This is an optimization exercise on Yosys and OpenROAD, whose aim is small area and a short achievable clock period, not a production implementation. Only simulation tests tie the RTL to the original design; equivalence was not proved. Power and IR drop assume default switching activity.

job 103:
==> flow/design.v (excerpt) <==
module output_conversion (
    input  wire        clk,
    input  wire        reset_n,
    input  wire signed [15:0] sample_L,
    input  wire               valid_L,
    input  wire signed [15:0] sample_R,
    input  wire               valid_R,
    input  wire [7:0]  volume,
    input  wire        mute,
    output wire signed [15:0] out_L,
    output wire signed [15:0] out_R,
    output reg               valid_out
);
==> flow/config.mk <==
export PLATFORM = sky130hd
export DESIGN_NAME = output_conversion
export DESIGN_NICKNAME = output_conversion
export VERILOG_FILES = /design/flow/design.v
export SDC_FILE = /design/flow/constraint.sdc
export NUM_CORES = 4
export LEC_CHECK = 0
export CAP_MARGIN = 20
export CORE_MARGIN = 2
export CORE_UTILIZATION = 40
export SETUP_SLACK_MARGIN = 4.1
export SLEW_MARGIN = 20
export SYNTH_HIERARCHICAL = 1
export SYNTH_MINIMUM_KEEP_SIZE = 1000
==> flow/constraint.sdc <==
create_clock -name core_clock -period 8.0 [get_ports {clk}]
set_input_delay 1.6000 -clock core_clock [delete_from_list [all_inputs] [get_ports {clk}]]
set_output_delay 1.6000 -clock core_clock [all_outputs]
set_load 0.01 [all_outputs]
run.sh (not shown) runs the stock make flow with config.mk's settings and CLKGATE_MAP_FILE= SYNTH_SCRIPT=/design/flow/synth_recipe.tcl, a recipe that flattens the netlist after the stock synthesis.
### job 103 -> job 3167
-- flow/config.mk --
<<< job 103, line 11
export SETUP_SLACK_MARGIN = 4.1
>>> job 3167, line 11
export SETUP_SLACK_MARGIN = 4.3
<<< job 103, line 14
export SYNTH_MINIMUM_KEEP_SIZE = 1000
>>> job 3167, line 14
export SYNTH_MINIMUM_KEEP_SIZE = 300
Findings:
Changes observed in job 3167 relative to job 103: worst setup timing slack at the placement stage went up by 0.39 ns, final instance area went up by 4.0%.
A uppermost layer routed of met5 is what job 103 shows, while met4 belongs to job 3167.
Summary — core area, job 3167 relative to job 103: higher, by 1.9%.
Both conditions hold for job 3167: the flow ran to the end and the final layout passed the timing, DRC and antenna checks.
Compare job 103 and job 3167 | clock network fraction of total power higher: job 103
[inputs] job 4520 vs job 3167
-- flow/config.mk --
<<< job 3167, line 11
export SETUP_SLACK_MARGIN = 4.3
>>> job 4520, line 11
export CTS_BUF_LIST = sky130_fd_sc_hd__clkbuf_8
export SETUP_SLACK_MARGIN = 4.1
==> notes.md <==
Job 3167 and job 4520 all finish clean.
The lower clock latency of the later-clocked register in the worst-skew pair of job 3167 and job 4520 is in job 3167.
Going from job 3167 to job 4520, clock-net power decreased by about 11% relative to the old numbers; clock network fraction of design power decreased by 1.0 points relative to the old numbers; global-route total usage across every layer decreased by 0.16 points relative to the old numbers; worst-case hold slack closely matched the old numbers.
Vias: job 4520 below job 3167
On setup slack of the most critical reg-to-reg path, job 3167 beats job 4520.
Compared with job 3167, job 4520 shows a overall power of the completed layout that is about 5% lower.
Job 4520: worst setup slack is 0.13 ns lower than what job 3167 reported.
| portion of the layout cell area used by clock cells | lower: job 4520 |
Looking at capturing instance or port of the critical path, the out_L[15] result is from job 4520; the out_R[15] one comes from job 3167.
Edits applied to the flow inputs when going from job 4520 to job 4573:
-- flow/config.mk --
<<< job 4520, line 8
>>> job 4573, line 8
export ABC_AREA = 1
<<< job 4520, line 11
export CTS_BUF_LIST = sky130_fd_sc_hd__clkbuf_8
>>> job 4573, line 12
<<< job 4520, line 15
export SYNTH_MINIMUM_KEEP_SIZE = 300
>>> job 4573, line 15
export SYNTH_MINIMUM_KEEP_SIZE = 1000
Findings:
Per the final summary, job 4573 finished and its layout is clean on timing, DRC and antenna. Of job 4520 and job 4573, the higher post-layout instance area belongs to job 4520. Sort job 4520 and job 4573 by pin count of the biggest net entering global routing, descending, and job 4520 comes first. From job 4573 to job 4520, H-tree depth did not move at all. Global-route wire length before repair: job 4573 > job 4520.

* * *

Starting RTL as in the previous note.
Design output_conversion, start of the top module:
module output_conversion (
    input  wire        clk,
    input  wire        reset_n,
    input  wire signed [15:0] sample_L,
    input  wire               valid_L,
    input  wire signed [15:0] sample_R,
    input  wire               valid_R,
    input  wire [7:0]  volume,
    input  wire        mute,
    output wire signed [15:0] out_L,
    output wire signed [15:0] out_R,
    output reg               valid_out
);
make LEC_CHECK=0 CAP_MARGIN=20 CORE_MARGIN=2 CORE_UTILIZATION=40 CTS_CLUSTER_DIAMETER=100 CTS_CLUSTER_SIZE=30 SETUP_SLACK_MARGIN=4.1 SLEW_MARGIN=20 SYNTH_HIERARCHICAL=1 SYNTH_MINIMUM_KEEP_SIZE=1000 finish   # period 8.0 ns
The baseline ran to the end with no violations.
Edit:
Settings changed: ABC_AREA set to 1, CTS_CLUSTER_DIAMETER 100 to not set, CTS_CLUSTER_SIZE 30 to not set, SYNTH_MINIMUM_KEEP_SIZE 1000 to 300.
Cell area is higher by a few percent.
Routed wire length is higher by about a fifth.
Utilization is lower by 0.49 points.
Clock power is higher by well over a third.
Final cell count is higher by a quarter to a third.
Setup slack improves by 220 ps.
Edit:
Settings changed: ABC_AREA 1 to not set.
What happened: The changed run finished clean; power came out higher by 2.9%; die area falls by 1.9%; hold slack improved by 5.2 ps; global-route usage drops by 2.4 points; cell count went down by 19%; routed wire length came out lower by 12%; via count is lower by 13%.

[port drivers added, routing unchanged]
How much do the figures lean on ideal ports? The routed layouts below were timed once more, with nothing changed but the port constraints.
Step 1 sets driving cells, clkbuf_16 on the clock port and buf_2 on the other inputs (assumed; they add their load-dependent delay and slew).
Step 2 adds t to the input delays and takes it off the output delays; t is the mean of the earliest and latest rising clock arrival at the registers after step 1. Input paths then give back, and output paths get back, about the clock's delay inside the block.
Three values: no drivers, after step 1, after step 2; two values: the first two.
run	shift t [ns]	setup WS [ns]	worst register clock-pin slew, ns	cell pins on the clock port's net
job 103	0.742	4.061 / 4.020 / 3.339	0.07 / 0.07	1
job 3167	0.748	4.079 / 3.996 / 3.489	0.07 / 0.07	1
job 4520	0.894	3.954 / 3.884 / 3.308	0.07 / 0.07	1
job 4573	0.748	4.115 / 4.070 / 3.403	0.07 / 0.07	1
the first run of note 2	0.705	3.967 / 3.967 / 3.385	0.11 / 0.11	1
the second run of note 2	0.764	4.191 / 4.113 / 3.508	0.07 / 0.07	1
the third run of note 2	0.744	4.090 / 4.014 / 3.464	0.07 / 0.07	1
After both steps setup and hold are still met in every run listed. The setup slack of job 103, which loses most, moves by -0.041 ns with the drivers and by -0.722 ns with both steps.
